What follows belongs to an exercise in optimizing a design on an open flow for small area and a short achievable clock period; a production flow would make more cautious choices.
Function was checked by simulation only, so behaviour that the tests miss may differ from the original.
Power is estimated from default activity; no workload was simulated.

[config.mk]
export PLATFORM = sky130hd
export DESIGN_NAME = ArithmeticLogicUnitSystem
export DESIGN_NICKNAME = ArithmeticLogicUnitSystem
export VERILOG_FILES = /design/flow/design.v
export SDC_FILE = /design/flow/constraint.sdc
export NUM_CORES = 4
export LEC_CHECK = 0
export CAP_MARGIN = 20
export CORE_MARGIN = 2
export CORE_UTILIZATION = 30
export PLACE_DENSITY = 0.5
export SETUP_SLACK_MARGIN = 0.3
export SLEW_MARGIN = 20
[constraint.sdc]
create_clock -name core_clock -period 12.0 [get_ports {Clock}]
set_input_delay 2.4000 -clock core_clock [delete_from_list [all_inputs] [get_ports {Clock}]]
set_output_delay 2.4000 -clock core_clock [all_outputs]
set_load 0.01 [all_outputs]
[design.v]
module Register32bit(
    input wire [31:0] I,
    input wire E,
    input wire [2:0] FunSel,
    input wire Clock,
    output reg [31:0] Q
    );
    always @(posedge Clock) begin
        if(E) begin
            case(FunSel)
                3'b000: Q <= Q - 1;
                3'b001: Q <= Q + 1;
                3'b010: Q <= I;
                3'b011: Q <= 32'b0;
                3'b100: begin 
                    Q[31:8] <= 24'b0;
                    Q[7:0] <= I[7:0];
                end
                3'b101: begin
                    Q[31:16] <= 16'b0;
                    Q[15:0] <= I[15:0];
                end
                3'b110: begin
                    Q[31:8] <= Q[23:0];
                    Q[7:0] <= I[7:0];
                end
                3'b111: begin
                    Q <= {{16{I[15]}} , I[15:0]};
                end
            endcase
        end    
    end
endmodule
module Register16bit(
    input wire [15:0] I,
    input wire E,
    input wire [1:0] FunSel,
    input wire Clock,
    output reg [15:0] Q
);
always @(posedge Clock) begin
    if(E) begin
        case(FunSel)
            2'b00 : Q <= Q - 1;
            2'b01 : Q <= Q + 1;
            2'b10 : Q <= I;
            2'b11 : Q <= 16'b0;
        endcase
    end
    else begin 
        Q <= Q;
    end
end
endmodule
module DataRegister(
    input wire [7:0] I,
    input wire E,
    input wire [1:0] FunSel,
    input wire Clock,
    output reg [31:0] DROut
    );
    always @(posedge Clock) begin
        if(E) begin
            case(FunSel)
                2'b00: DROut <= {{24{I[7]}},I[7:0]};
                2'b01: DROut <= {24'b0,I[7:0]};
                2'b10: DROut <= {DROut[23:0],I[7:0]};
                2'b11: DROut <= {I[7:0],DROut[31:8]};
            endcase
        end
        else DROut <= DROut;
    end
endmodule
module InstructionRegister(
    input wire [7:0] I,
    input wire Write,
    input wire LH,
    input wire Clock,
    output reg [15:0] IROut
    );
    always @(posedge Clock) begin
        if(Write) begin
            if(LH) begin
               IROut[15:8] <= I[7:0]; 
            end
            else begin
                IROut[7:0] <= I[7:0];
            end
        end
    end
endmodule
module RegisterFile(
    input wire [31:0] I,
    input wire Clock,
    input wire [2:0] FunSel,
    input wire [2:0] OutASel,
    input wire [2:0] OutBSel,
    input wire [3:0] RegSel,
    input wire [3:0] ScrSel,
    output reg [31:0] OutA, OutB
    );
    wire [31:0] R1Q, R2Q, R3Q, R4Q, S1Q, S2Q, S3Q, S4Q;
    Register32bit R1(.I(I), .FunSel(FunSel), .Clock(Clock), .E(RegSel[3]), .Q(R1Q));
    Register32bit R2(.I(I), .FunSel(FunSel), .Clock(Clock), .E(RegSel[2]), .Q(R2Q));
    Register32bit R3(.I(I), .FunSel(FunSel), .Clock(Clock), .E(RegSel[1]), .Q(R3Q));
    Register32bit R4(.I(I), .FunSel(FunSel), .Clock(Clock), .E(RegSel[0]), .Q(R4Q));
    Register32bit S1(.I(I), .FunSel(FunSel), .Clock(Clock), .E(ScrSel[3]), .Q(S1Q));
    Register32bit S2(.I(I), .FunSel(FunSel), .Clock(Clock), .E(ScrSel[2]), .Q(S2Q));
    Register32bit S3(.I(I), .FunSel(FunSel), .Clock(Clock), .E(ScrSel[1]), .Q(S3Q));
    Register32bit S4(.I(I), .FunSel(FunSel), .Clock(Clock), .E(ScrSel[0]), .Q(S4Q));
    always @* begin
        case(OutASel)
            3'b000: OutA = R1Q;
            3'b001: OutA = R2Q;
            3'b010: OutA = R3Q;
            3'b011: OutA = R4Q;
            3'b100: OutA = S1Q;
            3'b101: OutA = S2Q;
            3'b110: OutA = S3Q;
            3'b111: OutA = S4Q;
        endcase
        case(OutBSel)
            3'b000: OutB = R1Q;
            3'b001: OutB = R2Q;
            3'b010: OutB = R3Q;
            3'b011: OutB = R4Q;
            3'b100: OutB = S1Q;
            3'b101: OutB = S2Q;
            3'b110: OutB = S3Q;
            3'b111: OutB = S4Q;
        endcase
    end
endmodule
module AddressRegisterFile(
    input wire [31:0] I,
    input wire [2:0] RegSel,
    input wire [1:0] FunSel, OutCSel, OutDSel,
    output reg [15:0] OutC, OutD,
    input wire Clock
    );
    wire [15:0] PCQ, SPQ, ARQ;
    Register16bit PC(.I(I[15:0]), .E(RegSel[2]), .FunSel(FunSel), .Clock(Clock), .Q(PCQ));
    Register16bit SP(.I(I[15:0]), .E(RegSel[1]), .FunSel(FunSel), .Clock(Clock), .Q(SPQ));
    Register16bit AR(.I(I[15:0]), .E(RegSel[0]), .FunSel(FunSel), .Clock(Clock), .Q(ARQ));
    always @* begin
        case(OutCSel)
            2'b00: OutC = PCQ;
            2'b01: OutC = SPQ;
            2'b10: OutC = ARQ;
            2'b11: OutC = ARQ;
        endcase
        case(OutDSel)
            2'b00: OutD = PCQ;
            2'b01: OutD = SPQ;
            2'b10: OutD = ARQ;
            2'b11: OutD = ARQ;
        endcase
    end
endmodule
module ArithmeticLogicUnit(
    input wire [31:0] A, B,
    input wire [4:0] FunSel,
    input wire WF,
    output wire [31:0] ALUOut,
    output reg [3:0] FlagsOut,
    input wire Clock
    );
    wire [16:0] sum16 = {1'b0, A[15:0]} + {1'b0, B[15:0]};
    wire [16:0] sum16carry = {1'b0, A[15:0]} + {1'b0, B[15:0]} + FlagsOut[2];
    wire [16:0] subs16 = {1'b0, A[15:0]} - {1'b0, B[15:0]};
    wire [32:0] sum32 = {1'b0, A} + {1'b0, B};
    wire [32:0] sum32carry = {1'b0, A} + {1'b0, B} + FlagsOut[2];
    wire [32:0] subs32 = {1'b0, A} - {1'b0, B};
    wire [15:0] and16 = A[15:0] & B[15:0];
    wire [15:0] or16 = A[15:0] | B[15:0];
    wire [15:0] xor16 = A[15:0] ^ B[15:0];
    wire [15:0] nand16 = ~(A[15:0] & B[15:0]);
    wire [31:0] and32 = A & B;
    wire [31:0] or32 = A | B;
    wire [31:0] xor32 = A ^ B;
    wire [31:0] nand32 = ~(A & B);
    wire [31:0] lsl16 = {16'b0, A[15:0] << 1};
    wire [31:0] lsr16 = {16'b0, A[15:0] >> 1};
    wire [31:0] asr16 = {16'b0, $signed(A[15:0]) >>> 1};
    wire [31:0] csl16 = {16'b0, A[14:0], FlagsOut[2]};
    wire [31:0] csr16 = {16'b0, FlagsOut[2], A[15:1]};
    wire [31:0] lsl32 = A << 1;
    wire [31:0] lsr32 = A >> 1;
    wire [31:0] asr32 = $signed(A) >>> 1;
    wire [31:0] csl32 = {A[30:0], FlagsOut[2]};
    wire [31:0] csr32 = {FlagsOut[2], A[31:1]};
    assign ALUOut = (FunSel == 5'b00000) ? {16'b0, A[15:0]} :
                (FunSel == 5'b00001) ? {16'b0, B[15:0]} :
                (FunSel == 5'b10000) ? A :
                (FunSel == 5'b10001) ? B :
                (FunSel == 5'b00010) ? {16'b0, ~A[15:0]} :
                (FunSel == 5'b00011) ? {16'b0, ~B[15:0]} :
                (FunSel == 5'b10010) ? ~A :
                (FunSel == 5'b10011) ? ~B :
                (FunSel == 5'b00100) ? {16'b0, sum16[15:0]} :
                (FunSel == 5'b00101) ? {16'b0, sum16carry[15:0]} :
                (FunSel == 5'b00110) ? {16'b0, subs16[15:0]} :
                (FunSel == 5'b10100) ? sum32 :
                (FunSel == 5'b10101) ? sum32carry :
                (FunSel == 5'b10110) ? subs32 :
                (FunSel == 5'b00111) ? {16'b0, and16} :
                (FunSel == 5'b01000) ? {16'b0, or16} :
                (FunSel == 5'b01001) ? {16'b0, xor16} :
                (FunSel == 5'b01010) ? {16'b0, nand16} :
                (FunSel == 5'b10111) ? and32 :
                (FunSel == 5'b11000) ? or32 :
                (FunSel == 5'b11001) ? xor32 :
                (FunSel == 5'b11010) ? nand32 :
                (FunSel == 5'b01011) ? lsl16 :
                (FunSel == 5'b01100) ? lsr16 :
                (FunSel == 5'b01101) ? asr16 :
                (FunSel == 5'b01110) ? csl16 :
                (FunSel == 5'b01111) ? csr16 :
                (FunSel == 5'b11011) ? lsl32 :
                (FunSel == 5'b11100) ? lsr32 :
                (FunSel == 5'b11101) ? asr32 :
                (FunSel == 5'b11110) ? csl32 :
                (FunSel == 5'b11111) ? csr32 :
                32'b0;
    always @(posedge Clock) begin
        case(FunSel)
            5'b00000: begin
                if(WF) begin
                    FlagsOut[3] <= A[15:0]==16'b0;
                    FlagsOut[1] <= A[15];
                end
            end
            5'b00001: begin
                if(WF) begin
                    FlagsOut[3] <= B[15:0]==16'b0;
                    FlagsOut[1] <= B[15];
                end
            end
            5'b10000: begin
                if(WF) begin
                    FlagsOut[3] <= A == 32'b0;
                    FlagsOut[1] <= A[31];
                end
            end
            5'b10001: begin
                if(WF) begin
                    FlagsOut[3] <= B == 32'b0;
                    FlagsOut[1] <= B[31];
                end
            end
            5'b00010: begin
                if(WF) begin
                    FlagsOut[3] <= ~A[15:0]==16'b0;
                    FlagsOut[1] <= ~A[15];
                end
            end
            5'b00011: begin
                if(WF) begin
                    FlagsOut[3] <= ~B[15:0]==16'b0;
                    FlagsOut[1] <= ~B[15];
                end
            end
            5'b10010: begin
                if(WF) begin
                    FlagsOut[3] <= ~A == 32'b0;
                    FlagsOut[1] <= ~A[31];
                end
            end
            5'b10011: begin
                if(WF) begin
                    FlagsOut[3] <= ~B == 32'b0;
                    FlagsOut[1] <= ~B[31];
                end
            end
            5'b00100: begin
                if(WF) begin
                    FlagsOut[3] <= sum16[15:0] == 16'b0;
                    FlagsOut[2] <= sum16[16];
                    FlagsOut[1] <= sum16[15];
                    FlagsOut[0] <= (A[15] == B[15]) && (sum16[15] != A[15]);
                end
            end
            5'b00101: begin
                if(WF) begin
                    FlagsOut[3] <= sum16carry[15:0] == 16'b0;
                    FlagsOut[2] <= sum16carry[16];
                    FlagsOut[1] <= sum16carry[15];
                    FlagsOut[0] <= (A[15] == B[15]) && (sum16carry[15] != A[15]);
                end
            end
            5'b00110: begin
                if(WF) begin
                    FlagsOut[3] <= subs16[15:0] == 16'b0;
                    FlagsOut[2] <= subs16[16];
                    FlagsOut[1] <= subs16[15];
                    FlagsOut[0] <= (A[15] != B[15]) && (subs16[15] != A[15]);
                end
            end
            5'b10100: begin
                if(WF) begin
                    FlagsOut[3] <= sum32[31:0] == 32'b0;
                    FlagsOut[2] <= sum32[32];
                    FlagsOut[1] <= sum32[31];
                    FlagsOut[0] <= (A[31] == B[31]) && (sum32[31] != A[31]);
                end
            end
            5'b10101: begin
                if(WF) begin
                    FlagsOut[3] <= sum32carry[31:0] == 32'b0;
                    FlagsOut[2] <= sum32carry[32];
                    FlagsOut[1] <= sum32carry[31];
                    FlagsOut[0] <= (A[31] == B[31]) && (sum32carry[31] != A[31]);
                end
            end
            5'b10110: begin
                if(WF) begin
                    FlagsOut[3] <= subs32[31:0] == 32'b0;
                    FlagsOut[2] <= subs32[32];
                    FlagsOut[1] <= subs32[31];
                    FlagsOut[0] <= (A[31] != B[31]) && (subs32[31] != A[31]);
                end
            end
            5'b00111: begin
                if(WF) begin 
                    FlagsOut[3] <= and16 == 0;
                    FlagsOut[1] <= and16[15];
                end
            end
            5'b01000: begin
                if(WF) begin 
                    FlagsOut[3] <= or16 == 0;
                    FlagsOut[1] <= or16[15];
                end
            end
            5'b01001: begin
                if(WF) begin 
                    FlagsOut[3] <= xor16 == 0;
                    FlagsOut[1] <= xor16[15];
                end
            end
            5'b01010: begin
                if(WF) begin 
                    FlagsOut[3] <= nand16 == 0;
                    FlagsOut[1] <= nand16[15];
                end
            end
            5'b10111: begin
                if(WF) begin 
                    FlagsOut[3] <= and32 == 0;
                    FlagsOut[1] <= and32[31];
                end
            end
            5'b11000: begin
                if(WF) begin 
                    FlagsOut[3] <= or32 == 0;
                    FlagsOut[1] <= or32[31];
                end
            end
            5'b11001: begin
                if(WF) begin 
                    FlagsOut[3] <= xor32 == 0;
                    FlagsOut[1] <= xor32[31];
                end
            end
            5'b11010: begin
                if(WF) begin 
                    FlagsOut[3] <= nand32 == 0;
                    FlagsOut[1] <= nand32[31];
                end
            end
            5'b01011: begin
                if(WF) begin
                    FlagsOut[3] <= lsl16 == 32'b0;
                    FlagsOut[2] <= A[15];
                    FlagsOut[1] <= lsl16[15];
                end
            end
            5'b01100: begin
                if(WF) begin
                    FlagsOut[3] <= lsr16 == 32'b0;
                    FlagsOut[2] <= A[0];
                    FlagsOut[1] <= lsr16[15];
                end
            end
            5'b01101: begin
                if(WF) begin
                    FlagsOut[3] <= asr16 == 32'b0;
                end
            end
            5'b01110: begin
                if(WF) begin
                    FlagsOut[3] <= csl16 == 32'b0;
                    FlagsOut[2] <= A[15];
                    FlagsOut[1] <= csl16[15];
                end
            end
            5'b01111: begin
                if(WF) begin
                    FlagsOut[3] <= csr16 == 32'b0;
                    FlagsOut[2] <= A[0];
                    FlagsOut[1] <= csr16[15];
                end
            end
            5'b11011: begin
                if(WF) begin
                    FlagsOut[3] <= lsl32 == 32'b0;
                    FlagsOut[2] <= A[31];
                    FlagsOut[1] <= lsl32[31];
                end
            end
            5'b11100: begin
                if(WF) begin
                    FlagsOut[3] <= lsr32 == 32'b0;
                    FlagsOut[2] <= A[0];
                    FlagsOut[1] <= lsr32[31];
                end
            end
            5'b11101: begin
                if(WF) begin
                    FlagsOut[3] <= asr32 == 32'b0;
                end
            end
            5'b11110: begin
                if(WF) begin
                    FlagsOut[3] <= csl32 == 32'b0;
                    FlagsOut[2] <= A[31];
                    FlagsOut[1] <= csl32[31];
                end
            end
            5'b11111: begin
                if(WF) begin
                    FlagsOut[3] <= csr32 == 32'b0;
                    FlagsOut[2] <= A[0];
                    FlagsOut[1] <= csr32[31];
                end
            end
        endcase
    end
endmodule
module MUX4_1_32bit (
    input  wire [31:0] in1, in2, in3, in4,
    input  wire [1:0] sel,
    output reg  [31:0] out
);
  always @(*) begin
    case (sel)
      2'b00: out = in1;
      2'b01: out = in2;
      2'b10: out = in3;
      2'b11: out = in4;
    endcase
  end
endmodule
module MUX4_1_8bit (
    input  wire [7:0] in1, in2, in3, in4,
    input  wire [1:0] sel,
    output reg  [7:0] out
);
  always @(*) begin
    case (sel)
      2'b00: out = in1;
      2'b01: out = in2;
      2'b10: out = in3;
      2'b11: out = in4;
    endcase
  end
endmodule
module MUX2_1_32bit (
    input wire [31:0] in1, in2,
    input wire sel,
    output reg [31:0] out
);
  always @(*) begin
    case (sel)
      1'b0: out = in1;
      1'b1: out = in2;
    endcase
  end
endmodule
module ArithmeticLogicUnitSystem(
    input wire MuxDSel, IR_Write, IR_LH, 
               DR_E, ALU_WF,
               Clock,
    input wire [1:0] MuxASel, MuxBSel, MuxCSel, DR_FunSel, 
                     ARF_OutCSel, ARF_OutDSel, ARF_FunSel,
    input wire [2:0] RF_FunSel, RF_OutASel, RF_OutBSel, 
                     ARF_RegSel,
    input wire [3:0] RF_RegSel, RF_ScrSel, 
    input wire [4:0] ALU_FunSel,
    input wire [7:0] MemOut,
    output wire [15:0] Address,
    output wire [7:0] MemData,
    output wire [31:0] ALUOut,
    output wire Z, C, N, O
);
    wire [31:0] ALU_A, RF_I, ARF_I, MuxAOut, MuxBOut, MuxDOut;
    wire [7:0]  MEM_I, MuxCOut;
    wire [31:0] OutA, OutB, DROut;
    wire [15:0] IROut, OutD, OutC;
    wire [3:0]  FlagsOut;
    ArithmeticLogicUnit ALU(.WF(ALU_WF),.FunSel(ALU_FunSel),
                        .A(ALU_A),.B(OutB),.Clock(Clock),
                        .ALUOut(ALUOut),.FlagsOut(FlagsOut));
    RegisterFile RF(.I(RF_I),.Clock(Clock),.RegSel(RF_RegSel),
                .ScrSel(RF_ScrSel),.FunSel(RF_FunSel),
                .OutASel(RF_OutASel),.OutBSel(RF_OutBSel),.OutA(OutA),.OutB(OutB));
    AddressRegisterFile ARF(.I(ARF_I),.Clock(Clock),.RegSel(ARF_RegSel),
                      .FunSel(ARF_FunSel),.OutDSel(ARF_OutDSel),
                      .OutCSel(ARF_OutCSel),.OutD(OutD),.OutC(OutC));
    DataRegister DR(.I(MemOut),.Clock(Clock),.E(DR_E),.FunSel(DR_FunSel),.DROut(DROut));
    InstructionRegister IR(.I(MemOut),.Clock(Clock),.Write(IR_Write),.LH(IR_LH),.IROut(IROut));
    assign Address = OutD;
    assign RF_I = MuxAOut;
    assign ARF_I = MuxBOut;
    assign MEM_I = MuxCOut;
    assign ALU_A = MuxDOut;
    assign MemData = MEM_I;
    assign {Z, C, N, O} = FlagsOut;
    MUX4_1_32bit MuxA (
        .in1(ALUOut),
        .in2({16'b0, OutC}),
        .in3(DROut),
        .in4({24'b0, IROut[7:0]}),
        .sel(MuxASel),
        .out(MuxAOut)
    );
    MUX4_1_32bit MuxB (
        .in1(ALUOut),
        .in2({16'b0, OutC}),
        .in3(DROut),
        .in4({24'b0, IROut[7:0]}),
        .sel(MuxBSel),
        .out(MuxBOut)
    );
    MUX4_1_8bit MuxC (
        .in1(ALUOut[7:0]),
        .in2(ALUOut[15:8]),
        .in3(ALUOut[23:16]),
        .in4(ALUOut[31:24]),
        .sel(MuxCSel),
        .out(MuxCOut)
    );
    MUX2_1_32bit MuxD (
        .in1(OutA),
        .in2({16'b0, OutC}),
        .sel(MuxDSel),
        .out(MuxDOut)
    );
endmodule
[run.sh]
#!/bin/bash
# synth_recipe.tcl (not shown) runs the flow's synth.tcl, then flattens the netlist and writes it again
# the make line also repeats each setting of config.mk as NAME=value (left out here)
make -C /OpenROAD-flow-scripts/flow DESIGN_CONFIG=/design/flow/config.mk WORK_HOME=/design/flow/orfs CLKGATE_MAP_FILE= SYNTH_SCRIPT=/design/flow/synth_recipe.tcl finish
==> run notes <==
reg2reg start RF.S4.Q[1]; Syn Inst Count 5,714; CTS Hold Buffers Added 0; Post-DP Area 0.0486 mm²; headroom to the max-slew limit 15.8%; r2r endpoint RF.R2.Q[19]; CP max stage cell nor2_1; final net count 5,800; setup_tns 0 ns; CTS tree done; DR pass1 iterations 8; Final Hold Violating Endpoints 0; Yosys cell types 116; flop2flop setup slack 4.03 ns; clk sinks 348; CTS clock-pin slew for the worst setup and hold paths 0.06 ns; fraction of registers with async set/reset 0%; DRT iter0 DRCs 7,355; IO buf count 112; vias 49,700; worst setup path category primary input to output pin; clock latency (worst-skew pair) 0.70 ns; initial antenna violation count 15; outcome complete, no violations; crit path buf inv count 5; R2R cell count 21; clk root buf clkbuf_16; CTS max path bufs 3; Max FO, Critical Path 36; final clock skew 0.0644 ns; Post-DP HPWL 191 mm; GR Overflow Total 0; Die X-Extent 392 µm; most frequent cells in the layout nand2_1 (488), nor2_1 (420), xnor2_1 (369); core footprint 0.150 mm²; Worst VDD drop 0.120 mV; maxcap violations 0; WP depth 22; Warnings, synthesis 10; first-pass GRT wire length 350 mm; commonest non-fill, non-tap cell in the layout nand2_1; CP cell instances buf_4, nor2b_1, buf_4, nand2_1, o21ai_0, a221oi_1, nor2_1, inv_1, ha_1, buf_4, a21oi_1, and3_1, o21ai_0, a21oi_1, o211ai_1, or3_1, o21a_1, nor3_1, a221oi_1, a2bb2oi_1, mux4_2, clkdlybuf4s50_1; layout cell share with drive strength beyond 1 11.7%; Max stage delay on crit path 0.60 ns; die height 392 µm; RSZ-0062 raised after global routing false; total global-route track usage 31.4%; CTS HTree Levels 2; synthesized flop and latch total 348; Routed WL 251 mm; min cycle time layout 11.56 ns; nature of the critical path startpoint primary input; fmax 0.0865 GHz; Syn Area/Cell 7.90 µm²; Initial Util 30.2%; utilization after layout 33.6%; WL per Instance 32.9 µm; final instance area 0.0503 mm²; final setup violation count 0; EDFF count, synth 348; DR DRC count 0; Worst-Margin Slew 1.26 ns; area delta synth->final 11.4%; post-synth net total 5,928; required time of the critical path 9.60 ns; ys flop type edfxtp_1; vias in the first global route 45,700; sequential fraction of the synthesis area 23.1%; number of CTS-inserted buffers 48; Slew Limit Fails 0; row count 142; critical path arrival 9.16 ns; Tcrit/Tclk final 96.4%; min-delay worst type flip-flop to flip-flop; Leakage Power 0.0179 µW; gp weighted congestion 1.05; crit path to MemData[3]; IO Count 113; Die Outline Area 0.154 mm²; Crit. End Element output pin; min-delay src DR.DROut[12]; Worst setup startpoint RF_OutBSel[0]; delay-heaviest family, CP simple AND/OR/NAND/NOR gates; Via density 6.50; largest net degree at the start of global routing 193; Fin Hold WS 0.690 ns; Cell Pwr Density 131 mW/mm²; Cell Area, Synth 0.0452 mm²; critical path's most frequent cell buf_4; ANT nets after route 0
cells in the mapped netlist, types with 36 or more instances:
master	instances	share of area (%)
nand2_1	489	4.1
clkbuf_1	482	4.0
nor2_1	428	3.6
xnor2_1	370	7.2
edfxtp_1	348	23
o21ai_0	322	3.6
a21oi_1	244	2.7
a22oi_1	239	4.0
nor3_1	194	2.1
inv_1	192	1.6
xor2_1	182	3.5
nand3_1	178	2.0
ha_1	156	4.3
a221oi_1	120	2.3
nand4_1	98	1.4
mux2i_1	95	2.1
nor4_1	92	1.3
and3_1	90	1.2
mux2_2	83	2.1
a21o_1	80	1.3
nand2b_1	66	0.91
a31oi_1	61	0.84
o22ai_1	59	0.82
or3_1	58	0.80
a211oi_1	55	0.91
nor2b_1	53	0.73
a2bb2oi_1	49	0.95
and2_1	47	0.65
mux4_2	47	2.3
o221ai_1	46	0.89
or4_1	41	0.68
buf_2	39	0.43
buf_1	37	0.31
o211ai_1	37	0.62
o21bai_1	36	0.60
repair_timing:
| item | in CTS | in global routing |
|---|---|---|
| endpoints found under the hold margin | 0 | 0 |
| pin swaps | 0 | 2 |
| buffers inserted | 0 | 2 |
| endpoints found under the setup margin | 11 | 12 |
| gates resized for setup | 6 | 24 |
cell families after synthesis:
logic type               share of synthesized area [%]
AO/OA/AOI/OAI                                     26.4
XOR/XNOR                                          10.8
adder cells (fa/ha/maj)                           4.54
buffers and inverters                             6.88
flip-flops                                        23.1
multiplexers                                      6.54
AND/OR/NAND/NOR                                   21.7
sequential cells by signal, summed over array words and instances, names as in the netlist, 32 cells and up:
name      cells
RF.R2.Q      32
RF.S3.Q      32
RF.S1.Q      32
RF.S4.Q      32
RF.R4.Q      32
RF.S2.Q      32
RF.R3.Q      32
RF.R1.Q      32
DR.DROut     32
how the worst min path moves through the flow:
stage                        to  slack [ns]  depth (start not counted)
finish              DR.DROut[4]        0.69                          1
CTS                 DR.DROut[4]        0.69                          1
detailed placement  DR.DROut[4]        0.67                          1
global route        DR.DROut[4]        0.70                          1
floorplan           DR.DROut[4]        0.59                          1
global placement    DR.DROut[7]        0.66                          2
stage by stage:
stage	setup WS, ns	std cells	power, µW
6_report	0.436	7645	6590
5_1_grt	0.313	7641	6790
4_1_cts	0.327	7638	6440
3_5_place_dp	0.0764	7550	4950
3_3_place_gp	0.0826	7550	4960
2_1_floorplan	1.63	5714	3610
where the power goes:
group | total (µW) | switching [µW] | internal (µW)
combinational | 3190 | 2020 | 1170
clock | 1490 | 686 | 803
sequential | 1910 | 380 | 1530
total | 6590 | 3090 | 3500
worst reg2reg max path: cells and delay by family (launching register included):
kind	cells	cell delay [ns]
AOI/OAI and AO/OA	8	3.69
buffers and inverters	5	1.12
and+or+nand+nor	4	0.97
DFF	1	0.65
muxes	1	0.50
xor gates and xnor gates	2	0.39
adders and majority gates	1	0.34
metal layers:
metal | vias up | GRT usage (%) | part of all wire (%)
li1 | 21200 | - | -
met1 | 24500 | 42.1 | 41
met2 | 3365 | 47.7 | 43
met3 | 654 | 6.74 | 11
met4 | 16 | 14.9 | 5.6
met5 | - | 0 | 0.040
layout make-up:
type / count / area, µm²
Fill cell: 15900 / 99300
Multi-Input combinational cell: 4585 / 31800
Sequential cell: 348 / 10500
Timing Repair Buffer: 402 / 3260
Tap cell: 2016 / 2520
Clock buffer: 56 / 1230
Inverter: 201 / 754
Clock inverter: 32 / 278
Antenna cell: 5 / 12.5

==> re-timing with driven ports <==
The flow's constraints put no driver on any port. The routed layout listed below was extracted and timed again, unchanged, in two steps. Step 1 (the two cells are an assumption about what drives the block):
set clk [get_ports {Clock}]
set_driving_cell -lib_cell sky130_fd_sc_hd__clkbuf_16 $clk
set_driving_cell -lib_cell sky130_fd_sc_hd__buf_2 [delete_from_list [all_inputs] $clk]
Step 2 adds t to the input delays and takes it off the output delays; t is the mean of the earliest and latest rising clock arrival at the registers after step 1. Input paths then give back, and output paths get back, about the clock's delay inside the block. a / b / c = ideal ports / drivers / drivers and shift; a / b = the first two.
shift t [ns]: 0.744
setup WS [ns]: 0.436 / 0.317 / 0.317
hold slack, ns: 0.690 / 0.690 / 0.690
worst register clock-pin slew, ns: 0.09 / 0.09
cell pins on the clock port's net: 1
After both steps setup and hold are still met in this run. The setup slack of this run moves by -0.119 ns with the drivers and by -0.119 ns with both steps.
